Source: an optimization exercise on an open RTL-to-GDS flow (aim: small area). Production flows keep margins and buffers that such runs may drop.
The RTL was checked by simulation tests, not by an equivalence proof against the original design.
No activity file was given, so power comes from the tool's default toggle rates.

==> v38 <==
==> flow/design.v <==
module top2(i_iodat,o_iodat,o_ioaddr,clock,rst,memread,memwrite_cs);
	input clock,rst;
	input[31:0] i_iodat;
	output[31:0] o_iodat;
	output[31:0] o_ioaddr;
	output memread;
	output memwrite_cs;
	localparam OP_R=7'h33, OP_I=7'h13, OP_L=7'h03, OP_JALR=7'h67, OP_S=7'h23,
	           OP_B=7'h63, OP_LUI=7'h37, OP_AUIPC=7'h17, OP_JAL=7'h6F;
	reg[31:0] pc;		 
	reg       nop;		 
	reg[31:0] d_pc;
	reg[31:0] d_ins;
	reg[31:0] e_a;		 
	reg[31:0] e_b;		 
	reg[4:0]  e_rd;
	reg[2:0]  e_f3;
	reg[6:0]  e_f7;
	reg       e_alu, e_sub;
	reg       e_L, e_S, e_B, e_W;
	reg[1:0]  e_asel, e_bsel;
	reg[31:0] m_alu;
	reg[31:0] m_sd;		 
	reg[4:0]  m_rd;
	reg[2:0]  m_f3;
	reg       m_L, m_S, m_B, m_W;
	reg[31:0] w_data;
	reg[4:0]  w_rd;
	reg       w_wr, w_fwd;
	reg[31:0] rf[0:31];
	reg[31:0] vld;
	wire bus = m_L|m_S;
	assign memwrite_cs = m_S;
	assign memread = ~m_S;
	assign o_iodat = m_sd;
	assign o_ioaddr = bus ? m_alu : pc;
	reg[31:0] ld;
	always @(*) begin
		case(m_f3)
			3'h2: ld = i_iodat;
			3'h1: ld = {{16{i_iodat[15]}},i_iodat[15:0]};
			3'h0: ld = {{24{i_iodat[7]}},i_iodat[7:0]};
			3'h5: ld = {16'h0,i_iodat[15:0]};
			3'h4: ld = {24'h0,i_iodat[7:0]};
			default: ld = 32'h0;
		endcase
	end
	wire ldzero = (ld==32'h0);
	wire[31:0] ins = i_iodat;
	wire[6:0] f_op = ins[6:0];
	wire f_jal = (f_op==OP_JAL);
	wire f_auipc = (f_op==OP_AUIPC);
	wire skip = f_jal|f_auipc;
	wire[31:0] skip_addr = f_jal ? {{12{ins[31]}},ins[19:12],ins[20],ins[30:21],1'b0}
	                             : {ins[31:12],12'h0};
	wire[6:0] d_op = d_ins[6:0];
	wire[4:0] d_rd = d_ins[11:7];
	wire[2:0] d_f3 = d_ins[14:12];
	wire[4:0] d_rs1 = d_ins[19:15];
	wire[4:0] d_rs2 = d_ins[24:20];
	wire[6:0] d_f7 = d_ins[31:25];
	wire d_isR = (d_op==OP_R);
	wire d_isI = (d_op==OP_I);
	wire d_isL = (d_op==OP_L);
	wire d_isS = (d_op==OP_S);
	wire d_isB = (d_op==OP_B);
	wire d_isJALR = (d_op==OP_JALR);
	wire d_isJAL = (d_op==OP_JAL);
	wire d_isLUI = (d_op==OP_LUI);
	wire d_isAUIPC = (d_op==OP_AUIPC);
	localparam[223:0] RK = {7'h27,7'h77,7'h75,7'h12,7'h66,7'h65,7'h56,7'h57,
	                        7'h45,7'h54,7'h44,7'h34,7'h43,7'h33,7'h30,7'h03,
	                        7'h13,7'h10,7'h20,7'h50,7'h05,7'h02,7'h01,7'h55,
	                        7'h22,7'h11,7'h25,7'h15,7'h20,7'h01,7'h02,7'h00};
	wire wt1 = w_wr & (w_rd==d_rs1);
	wire wt2 = w_wr & (w_rd==d_rs2);
	reg[31:0] sv1, sk1, sv2, sk2;
	integer ri;
	always @(*) begin
		for(ri=0; ri<32; ri=ri+1) begin
			sv1[ri] = (d_rs1==ri) & ~wt1 & vld[ri];
			sk1[ri] = (d_rs1==ri) & ~wt1 & ~vld[ri];
			sv2[ri] = (d_rs2==ri) & ~wt2 & vld[ri];
			sk2[ri] = (d_rs2==ri) & ~wt2 & ~vld[ri];
		end
	end
	reg[6:0] kd1, kd2;
	integer kb, ki;
	always @(*) begin
		for(kb=0; kb<7; kb=kb+1) begin
			kd1[kb] = 1'b0; kd2[kb] = 1'b0;
			for(ki=0; ki<32; ki=ki+1) if(RK[ki*7+kb]) begin
				kd1[kb] = kd1[kb] | sk1[ki];
				kd2[kb] = kd2[kb] | sk2[ki];
			end
		end
	end
	wire[32:0] s1x = {wt1, sv1};
	wire[32:0] s2x = {wt2, sv2};
	wire[31:0] rd1, rd2;
	genvar gb, gk;
	generate for(gb=0; gb<32; gb=gb+1) begin: rdb
		wire[32:0] dx = {w_data[gb], rf[31][gb], rf[30][gb], rf[29][gb], rf[28][gb], rf[27][gb], rf[26][gb],
		                 rf[25][gb], rf[24][gb], rf[23][gb], rf[22][gb], rf[21][gb], rf[20][gb], rf[19][gb],
		                 rf[18][gb], rf[17][gb], rf[16][gb], rf[15][gb], rf[14][gb], rf[13][gb], rf[12][gb],
		                 rf[11][gb], rf[10][gb], rf[9][gb], rf[8][gb], rf[7][gb], rf[6][gb], rf[5][gb],
		                 rf[4][gb], rf[3][gb], rf[2][gb], rf[1][gb], rf[0][gb]};
		wire[10:0] y1, y2;
		for(gk=0; gk<11; gk=gk+1) begin: grp
			rf_aoi u1(.a1(s1x[3*gk]), .a2(dx[3*gk]), .b1(s1x[3*gk+1]), .b2(dx[3*gk+1]),
			          .c1(s1x[3*gk+2]), .c2(dx[3*gk+2]), .y(y1[gk]));
			rf_aoi u2(.a1(s2x[3*gk]), .a2(dx[3*gk]), .b1(s2x[3*gk+1]), .b2(dx[3*gk+1]),
			          .c1(s2x[3*gk+2]), .c2(dx[3*gk+2]), .y(y2[gk]));
		end
		if(gb<7) begin: k
			assign rd1[gb] = ~&y1 | kd1[gb];
			assign rd2[gb] = ~&y2 | kd2[gb];
		end else begin: nk
			assign rd1[gb] = ~&y1;
			assign rd2[gb] = ~&y2;
		end
	end endgenerate
	wire ex_risk = d_isB & ~(e_S|e_B);
	wire mem_risk = d_isB & ~(m_S|m_B);
	wire wb_risk = d_isB & w_fwd;
	wire[31:0] aludat;
	reg[31:0] v1, v2;
	always @(*) begin
		if(ex_risk && e_rd==d_rs1 && e_rd!=0 && !e_L) v1 = aludat;
		else if(mem_risk && m_rd!=0 && e_rd!=d_rs1 && !m_L && m_rd==d_rs1) v1 = m_alu;
		else if(wb_risk && w_rd!=0 && e_rd!=d_rs1 && m_rd!=d_rs1 && w_rd==d_rs1) v1 = w_data;
		else v1 = rd1;
	end
	always @(*) begin
		if(ex_risk && e_rd==d_rs2 && e_rd!=0 && !e_L) v2 = aludat;
		else if(mem_risk && m_rd!=0 && e_rd!=d_rs2 && !m_L && m_rd==d_rs2) v2 = m_alu;
		else if(wb_risk && w_rd!=0 && e_rd!=d_rs2 && m_rd!=d_rs2 && w_rd==d_rs2) v2 = w_data;
		else v2 = rd2;
	end
	wire jrb = d_isB & ((e_L & (e_rd==d_rs1 || e_rd==d_rs2)) |
	                    (~e_L & m_L & (m_rd==d_rs1 || m_rd==d_rs2)));
	wire beq = (v1==v2);
	wire blt31 = (v1[30:0] < v2[30:0]);
	wire blt = (v1[31]^v2[31]) ? v2[31] : blt31;
	reg bcond;
	always @(*) begin
		case(d_f3)
			3'h0: bcond = beq;
			3'h1: bcond = ~beq;
			3'h4: bcond = blt;
			3'h5: bcond = ~blt;
			3'h6: bcond = blt31;
			3'h7: bcond = ~blt31;
			default: bcond = 1'b0;
		endcase
	end
	wire jump = ~jrb & (d_isJALR | (d_isB & bcond));
	wire[13:0] jimm = (d_isJALR ? {{2{d_ins[31]}},d_ins[31:20]}
	                            : {d_ins[31],d_ins[31],d_ins[7],d_ins[30:25],d_ins[11:8],1'b0}) - 14'd4;
	wire lwb = d_isL & (f_op!=OP_B) & (d_rd==ins[19:15] || d_rd==ins[24:20]);
	wire stall = bus | lwb | jrb;
	wire jr = d_isJALR & ~skip;
	wire c0 = jr & rd1[0] & jimm[0];
	wire[31:0] px = skip ? skip_addr : {{18{jimm[13]}},jimm[13:1],c0};
	wire[31:0] py = jr ? {rd1[31:1],c0} : 32'h0;
	wire[31:0] cs_s = pc ^ px ^ py;
	wire[31:0] cs_c = (pc & px) | (pc & py) | (px & py);
	wire[31:0] pc_x = cs_s + {cs_c[30:0],1'b0};
	wire[31:0] pc_4 = pc + 32'h4;
	wire[31:0] pc_nx = (skip|jump) ? pc_x : pc_4;
	always @(posedge clock or negedge rst) begin
		if(!rst) begin
			pc <= 32'h4;
			nop <= 1'b0;
		end else begin
			nop <= m_L & ldzero;
			if(stall) begin
				if(jrb) pc <= d_pc;
			end else
				pc <= pc_nx;
		end
	end
	wire flush = nop | bus | lwb | jump | jrb;
	always @(posedge clock or negedge rst) begin
		if(!rst)
			d_ins <= 32'h0;
		else if(flush)
			d_ins <= 32'h0;
		else
			d_ins <= ins;
	end
	always @(posedge clock) begin
		d_pc <= pc;
	end
	wire d_pcrel = d_isJAL|d_isJALR|d_isAUIPC;
	wire d_noA = d_pcrel|d_isLUI;
	wire e_fw3 = ~(e_S|e_B|e_L);
	wire m_fw2 = ~(m_S|m_B);
	wire[1:0] n_asel = d_noA ? 2'h0 :
	                   (e_fw3 && e_rd==d_rs1 && e_rd!=0) ? 2'h1 :
	                   (m_fw2 && m_rd!=0 && m_rd==d_rs1 && e_rd!=d_rs1) ? 2'h2 : 2'h0;
	wire[1:0] n_bsel = ~d_isR ? 2'h0 :
	                   (e_fw3 && e_rd==d_rs2 && e_rd!=0) ? 2'h1 :
	                   (m_fw2 && m_rd!=0 && m_rd==d_rs2 && e_rd!=d_rs2) ? 2'h2 : 2'h0;
	reg[31:0] n_b;
	always @(*) begin
		case(d_op)
			OP_R, OP_S: n_b = rd2;
			OP_L: n_b = {{20{d_ins[31]}},d_ins[31:20]};
			OP_I: n_b = (d_f3==3'h1 || d_f3==3'h5) ? {27'h0,d_rs2} : {20'h0,d_ins[31:20]};
			OP_JAL, OP_JALR: n_b = 32'h4;
			OP_LUI, OP_AUIPC: n_b = {d_ins[31:12],12'h0};
			default: n_b = 32'h0;
		endcase
	end
	always @(posedge clock or negedge rst) begin
		if(!rst) begin
			e_rd <= 5'h0;
			e_L <= 1'b0; e_S <= 1'b0; e_B <= 1'b0; e_W <= 1'b0;
		end else begin
			e_rd <= d_rd;
			e_L <= d_isL; e_S <= d_isS; e_B <= d_isB; e_W <= (d_op!=7'h0) & ~d_isS & ~d_isB;
		end
	end
	always @(posedge clock) begin
		e_a <= d_isLUI ? 32'h0 : d_pcrel ? d_pc : rd1;
		e_b <= n_b;
		e_f3 <= d_f3; e_f7 <= d_f7;
		e_alu <= d_isR|d_isI;
		e_sub <= d_isR & (d_f3==3'h0) & (d_f7==7'h20);
		e_asel <= n_asel; e_bsel <= n_bsel;
	end
	wire[31:0] A = e_asel==2'h1 ? m_alu : e_asel==2'h2 ? w_data : e_a;
	wire[31:0] B = e_bsel==2'h1 ? m_alu : e_bsel==2'h2 ? w_data :
	               e_S ? {{20{e_f7[6]}},e_f7,e_rd} : e_b;
	wire[2:0] op3 = e_alu ? e_f3 : 3'h0;
	wire inv = (op3==3'h0) ? e_sub : (op3==3'h2 || op3==3'h3);
	wire[31:0] Bx = B ^ {32{inv}};
	wire[31:0] ag = A & Bx;
	wire[31:0] ap = A ^ Bx;
	reg[31:0] aG, aP;
	integer al, aj;
	always @(*) begin
		aG = ag; aP = ap;
		aG[0] = ag[0] | (ap[0] & inv);
		for(al=1; al<=5; al=al+1)
			for(aj=(1<<al)-1; aj<32; aj=aj+(1<<al)) begin
				aG[aj] = aG[aj] | (aP[aj] & aG[aj-(1<<(al-1))]);
				aP[aj] = aP[aj] & aP[aj-(1<<(al-1))];
			end
		for(al=4; al>0; al=al-1)
			for(aj=(1<<al)+(1<<(al-1))-1; aj<32; aj=aj+(1<<al)) begin
				aG[aj] = aG[aj] | (aP[aj] & aG[aj-(1<<(al-1))]);
				aP[aj] = aP[aj] & aP[aj-(1<<(al-1))];
			end
	end
	wire[31:0] sum = ap ^ {aG[30:0],inv};
	wire cout = aG[31];
	function [31:0] rev(input[31:0] x);
		integer k;
		for(k=0; k<32; k=k+1) rev[k] = x[31-k];
	endfunction
	wire left = ~op3[2];
	wire[31:0] shr = (left ? rev(A) : A) >> B[4:0];
	wire[31:0] shl = rev(shr);
	reg[31:0] alu_r;
	always @(*) begin
		case(op3)
			3'h0: alu_r = sum;
			3'h1: alu_r = shl;
			3'h2, 3'h3: alu_r = {31'h0,~cout};
			3'h4: alu_r = ap;
			3'h5: alu_r = shr;
			3'h6: alu_r = ap | ag;
			default: alu_r = ag;
		endcase
	end
	assign aludat = alu_r;
	reg[31:0] sd;
	always @(*) begin
		case(e_f3)
			3'h0: sd = {24'h0,e_b[7:0]};
			3'h1: sd = {16'h0,e_b[15:0]};
			3'h2: sd = e_b;
			default: sd = 32'h0;
		endcase
	end
	always @(posedge clock or negedge rst) begin
		if(!rst) begin
			m_sd <= 32'h0; m_rd <= 5'h0;
			m_L <= 1'b0; m_S <= 1'b0; m_B <= 1'b0; m_W <= 1'b0;
		end else begin
			m_sd <= e_S ? sd : 32'h0;
			m_rd <= e_rd;
			m_L <= e_L; m_S <= e_S; m_B <= e_B; m_W <= e_W;
		end
	end
	always @(posedge clock) begin
		m_alu <= aludat;
		m_f3 <= e_f3;
	end
	always @(posedge clock or negedge rst) begin
		if(!rst) begin
			w_rd <= 5'h0; w_wr <= 1'b0; w_fwd <= 1'b0;
		end else begin
			w_rd <= m_rd;
			w_wr <= m_W;
			w_fwd <= ~(m_S|m_B);
		end
	end
	always @(posedge clock) begin
		w_data <= m_L ? ld : m_alu;
	end
	always @(posedge clock or negedge rst) begin
		if(!rst) vld <= 32'h0;
		else if(w_wr) vld[w_rd] <= 1'b1;
	end
	always @(posedge clock) begin
		if(w_wr) rf[w_rd] <= w_data;
	end
endmodule
module rf_aoi(input a1, input a2, input b1, input b2, input c1, input c2, output y);
	assign y = ~((a1&a2)|(b1&b2)|(c1&c2));
endmodule
==> flow/run.sh <==
#!/bin/bash
# synth_recipe.tcl (not shown) runs the flow's synth.tcl, then flattens the netlist and writes it again
# the make line also repeats each setting of config.mk as NAME=value (left out here)
make -C /OpenROAD-flow-scripts/flow DESIGN_CONFIG=/design/flow/config.mk WORK_HOME=/design/flow/orfs CLKGATE_MAP_FILE= SYNTH_SCRIPT=/design/flow/synth_recipe.tcl finish
==> flow/config.mk <==
export PLATFORM = sky130hd
export DESIGN_NAME = top2
export DESIGN_NICKNAME = top2
export VERILOG_FILES = /design/flow/design.v
export SDC_FILE = /design/flow/constraint.sdc
export NUM_CORES = 4
export LEC_CHECK = 0
export CAP_MARGIN = 20
export CORE_MARGIN = 2
export CORE_UTILIZATION = 40
export CTS_CLUSTER_DIAMETER = 80
export CTS_CLUSTER_SIZE = 25
export SLEW_MARGIN = 20
export SYNTH_HIERARCHICAL = 1
==> flow/constraint.sdc <==
create_clock -name core_clock -period 15.0 [get_ports {clock}]
set_input_delay 3.0000 -clock core_clock [delete_from_list [all_inputs] [get_ports {clock}]]
set_output_delay 3.0000 -clock core_clock [all_outputs]
set_load 0.01 [all_outputs]
==> v2 (differences from v38) <==
--- a/flow/design.v
+++ b/flow/design.v
@@ -19,5 +19,4 @@
 	reg       e_alu, e_sub;
 	reg       e_L, e_S, e_B, e_W;
-	reg[1:0]  e_asel, e_bsel;
 	reg[31:0] m_alu;
 	reg[31:0] m_sd;		 
@@ -73,14 +72,31 @@
 	                        7'h13,7'h10,7'h20,7'h50,7'h05,7'h02,7'h01,7'h55,
 	                        7'h22,7'h11,7'h25,7'h15,7'h20,7'h01,7'h02,7'h00};
+	wire d_noA = d_isJAL|d_isJALR|d_isAUIPC|d_isLUI;
+	wire en1 = d_isB | ~d_noA;
+	wire en2 = d_isB | d_isR;
+	wire e_fw3 = ~(e_S|e_B|e_L);
+	wire m_fw2 = ~(m_S|m_B);
+	wire c1a = en1 & e_fw3 & (e_rd==d_rs1) & (e_rd!=5'h0);
+	wire c2a = en1 & ~c1a & m_fw2 & (m_rd!=5'h0) & (m_rd==d_rs1) & (e_rd!=d_rs1);
+	wire c3a = d_isB & ~c1a & ~c2a & w_fwd & (w_rd!=5'h0) & (e_rd!=d_rs1) & (m_rd!=d_rs1) & (w_rd==d_rs1);
+	wire c1b = en2 & e_fw3 & (e_rd==d_rs2) & (e_rd!=5'h0);
+	wire c2b = en2 & ~c1b & m_fw2 & (m_rd!=5'h0) & (m_rd==d_rs2) & (e_rd!=d_rs2);
+	wire c3b = d_isB & ~c1b & ~c2b & w_fwd & (w_rd!=5'h0) & (e_rd!=d_rs2) & (m_rd!=d_rs2) & (w_rd==d_rs2);
+	wire fex1 = c1a, fmem1 = c2a & ~m_L, fld1 = c2a & m_L & ~d_isB;
+	wire fex2 = c1b, fmem2 = c2b & ~m_L, fld2 = c2b & m_L & ~d_isB;
+	wire any1 = c1a | c2a | c3a;
+	wire any2 = c1b | c2b | c3b;
 	wire wt1 = w_wr & (w_rd==d_rs1);
 	wire wt2 = w_wr & (w_rd==d_rs2);
+	wire sw1 = (wt1 & ~any1) | c3a;
+	wire sw2 = (wt2 & ~any2) | c3b;
 	reg[31:0] sv1, sk1, sv2, sk2;
 	integer ri;
 	always @(*) begin
 		for(ri=0; ri<32; ri=ri+1) begin
-			sv1[ri] = (d_rs1==ri) & ~wt1 & vld[ri];
-			sk1[ri] = (d_rs1==ri) & ~wt1 & ~vld[ri];
-			sv2[ri] = (d_rs2==ri) & ~wt2 & vld[ri];
-			sk2[ri] = (d_rs2==ri) & ~wt2 & ~vld[ri];
+			sv1[ri] = (d_rs1==ri) & ~wt1 & ~any1 & vld[ri];
+			sk1[ri] = (d_rs1==ri) & ~wt1 & ~any1 & ~vld[ri];
+			sv2[ri] = (d_rs2==ri) & ~wt2 & ~any2 & vld[ri];
+			sk2[ri] = (d_rs2==ri) & ~wt2 & ~any2 & ~vld[ri];
 		end
 	end
@@ -96,16 +112,18 @@
 		end
 	end
-	wire[32:0] s1x = {wt1, sv1};
-	wire[32:0] s2x = {wt2, sv2};
+	wire[31:0] aludat;
+	wire[35:0] s1x = {fld1, fmem1, fex1, sw1, sv1};
+	wire[35:0] s2x = {fld2, fmem2, fex2, sw2, sv2};
 	wire[31:0] rd1, rd2;
 	genvar gb, gk;
 	generate for(gb=0; gb<32; gb=gb+1) begin: rdb
-		wire[32:0] dx = {w_data[gb], rf[31][gb], rf[30][gb], rf[29][gb], rf[28][gb], rf[27][gb], rf[26][gb],
+		wire[35:0] dx = {ld[gb], m_alu[gb], aludat[gb], w_data[gb],
+		                 rf[31][gb], rf[30][gb], rf[29][gb], rf[28][gb], rf[27][gb], rf[26][gb],
 		                 rf[25][gb], rf[24][gb], rf[23][gb], rf[22][gb], rf[21][gb], rf[20][gb], rf[19][gb],
 		                 rf[18][gb], rf[17][gb], rf[16][gb], rf[15][gb], rf[14][gb], rf[13][gb], rf[12][gb],
 		                 rf[11][gb], rf[10][gb], rf[9][gb], rf[8][gb], rf[7][gb], rf[6][gb], rf[5][gb],
 		                 rf[4][gb], rf[3][gb], rf[2][gb], rf[1][gb], rf[0][gb]};
-		wire[10:0] y1, y2;
-		for(gk=0; gk<11; gk=gk+1) begin: grp
+		wire[11:0] y1, y2;
+		for(gk=0; gk<12; gk=gk+1) begin: grp
 			rf_aoi u1(.a1(s1x[3*gk]), .a2(dx[3*gk]), .b1(s1x[3*gk+1]), .b2(dx[3*gk+1]),
 			          .c1(s1x[3*gk+2]), .c2(dx[3*gk+2]), .y(y1[gk]));
@@ -121,21 +139,6 @@
 		end
 	end endgenerate
-	wire ex_risk = d_isB & ~(e_S|e_B);
-	wire mem_risk = d_isB & ~(m_S|m_B);
-	wire wb_risk = d_isB & w_fwd;
-	wire[31:0] aludat;
-	reg[31:0] v1, v2;
-	always @(*) begin
-		if(ex_risk && e_rd==d_rs1 && e_rd!=0 && !e_L) v1 = aludat;
-		else if(mem_risk && m_rd!=0 && e_rd!=d_rs1 && !m_L && m_rd==d_rs1) v1 = m_alu;
-		else if(wb_risk && w_rd!=0 && e_rd!=d_rs1 && m_rd!=d_rs1 && w_rd==d_rs1) v1 = w_data;
-		else v1 = rd1;
-	end
-	always @(*) begin
-		if(ex_risk && e_rd==d_rs2 && e_rd!=0 && !e_L) v2 = aludat;
-		else if(mem_risk && m_rd!=0 && e_rd!=d_rs2 && !m_L && m_rd==d_rs2) v2 = m_alu;
-		else if(wb_risk && w_rd!=0 && e_rd!=d_rs2 && m_rd!=d_rs2 && w_rd==d_rs2) v2 = w_data;
-		else v2 = rd2;
-	end
+	wire[31:0] v1 = rd1;
+	wire[31:0] v2 = rd2;
 	wire jrb = d_isB & ((e_L & (e_rd==d_rs1 || e_rd==d_rs2)) |
 	                    (~e_L & m_L & (m_rd==d_rs1 || m_rd==d_rs2)));
@@ -167,5 +170,13 @@
 	wire[31:0] cs_c = (pc & px) | (pc & py) | (px & py);
 	wire[31:0] pc_x = cs_s + {cs_c[30:0],1'b0};
-	wire[31:0] pc_4 = pc + 32'h4;
+	wire[31:0] pc_4;
+	wire[32:0] ic;
+	assign ic[2] = 1'b1;
+	assign pc_4[1:0] = pc[1:0];
+	genvar ii;
+	generate for(ii=2; ii<32; ii=ii+1) begin: inc
+		assign pc_4[ii] = pc[ii] ^ ic[ii];
+		assign ic[ii+1] = pc[ii] & ic[ii];
+	end endgenerate
 	wire[31:0] pc_nx = (skip|jump) ? pc_x : pc_4;
 	always @(posedge clock or negedge rst) begin
@@ -184,9 +195,12 @@
 	always @(posedge clock or negedge rst) begin
 		if(!rst)
-			d_ins <= 32'h0;
+			{d_ins[11:0]} <= 12'h0;
 		else if(flush)
-			d_ins <= 32'h0;
+			{d_ins[11:0]} <= 12'h0;
 		else
-			d_ins <= ins;
+			{d_ins[11:0]} <= ins[11:0];
+	end
+	always @(posedge clock) begin
+		d_ins[31:12] <= ins[31:12];
 	end
 	always @(posedge clock) begin
@@ -194,13 +208,4 @@
 	end
 	wire d_pcrel = d_isJAL|d_isJALR|d_isAUIPC;
-	wire d_noA = d_pcrel|d_isLUI;
-	wire e_fw3 = ~(e_S|e_B|e_L);
-	wire m_fw2 = ~(m_S|m_B);
-	wire[1:0] n_asel = d_noA ? 2'h0 :
-	                   (e_fw3 && e_rd==d_rs1 && e_rd!=0) ? 2'h1 :
-	                   (m_fw2 && m_rd!=0 && m_rd==d_rs1 && e_rd!=d_rs1) ? 2'h2 : 2'h0;
-	wire[1:0] n_bsel = ~d_isR ? 2'h0 :
-	                   (e_fw3 && e_rd==d_rs2 && e_rd!=0) ? 2'h1 :
-	                   (m_fw2 && m_rd!=0 && m_rd==d_rs2 && e_rd!=d_rs2) ? 2'h2 : 2'h0;
 	reg[31:0] n_b;
 	always @(*) begin
@@ -229,9 +234,7 @@
 		e_alu <= d_isR|d_isI;
 		e_sub <= d_isR & (d_f3==3'h0) & (d_f7==7'h20);
-		e_asel <= n_asel; e_bsel <= n_bsel;
 	end
-	wire[31:0] A = e_asel==2'h1 ? m_alu : e_asel==2'h2 ? w_data : e_a;
-	wire[31:0] B = e_bsel==2'h1 ? m_alu : e_bsel==2'h2 ? w_data :
-	               e_S ? {{20{e_f7[6]}},e_f7,e_rd} : e_b;
+	wire[31:0] A = e_a;
+	wire[31:0] B = e_S ? {{20{e_f7[6]}},e_f7,e_rd} : e_b;
 	wire[2:0] op3 = e_alu ? e_f3 : 3'h0;
 	wire inv = (op3==3'h0) ? e_sub : (op3==3'h2 || op3==3'h3);
==> out/metrics.csv <==
metric;value;unit
R2R setup slack;3780;ps
status;no timing/DRC/antenna violations;
Die Width;402.0;um
Syn Nets;4977;
Switching Power;0.003640;W
Max VDD drop;0.08815;mV
Non-CTS inverters;159;
Slowest Stage Delay on Critical Path;780;ps
# the run above: v2

==> out/metrics.csv <==
metric;value;unit
status;no timing/DRC/antenna violations;
Non-CTS inverters;182;
Max VDD drop;0.1122;mV
R2R setup slack;3970;ps
Die Width;411.6;um
Syn Nets;5698;
# the run above: v38

separate check: timing with driven ports:
Ports are ideal in the flow. The routed layouts listed here were re-timed in OpenROAD. Step 1 (the two cells are an assumption about what drives the block):
set clk [get_ports {clock}]
set_driving_cell -lib_cell sky130_fd_sc_hd__clkbuf_16 $clk
set_driving_cell -lib_cell sky130_fd_sc_hd__buf_2 [delete_from_list [all_inputs] $clk]
Step 2, shift: input delay + t, output delay - t, t = (earliest + latest rising clock arrival at the registers) / 2. This alone moves slack from input paths to output paths. Three values: ideal ports, drivers, drivers and shift; two values: the first two.
| run | t, ns | setup slack, ns | hold WS [ns] | worst slew at a driven data input, ns |
|---|---|---|---|---|
| v38 | 0.811 | 3.975 / 3.975 / 3.975 | 0.358 / 0.358 / 0.358 | 0.06 |
| v2 | 0.803 | 3.781 / 3.781 / 3.781 | 0.362 / 0.362 / 0.362 | 0.04 |
After both steps setup and hold are still met in every run listed.
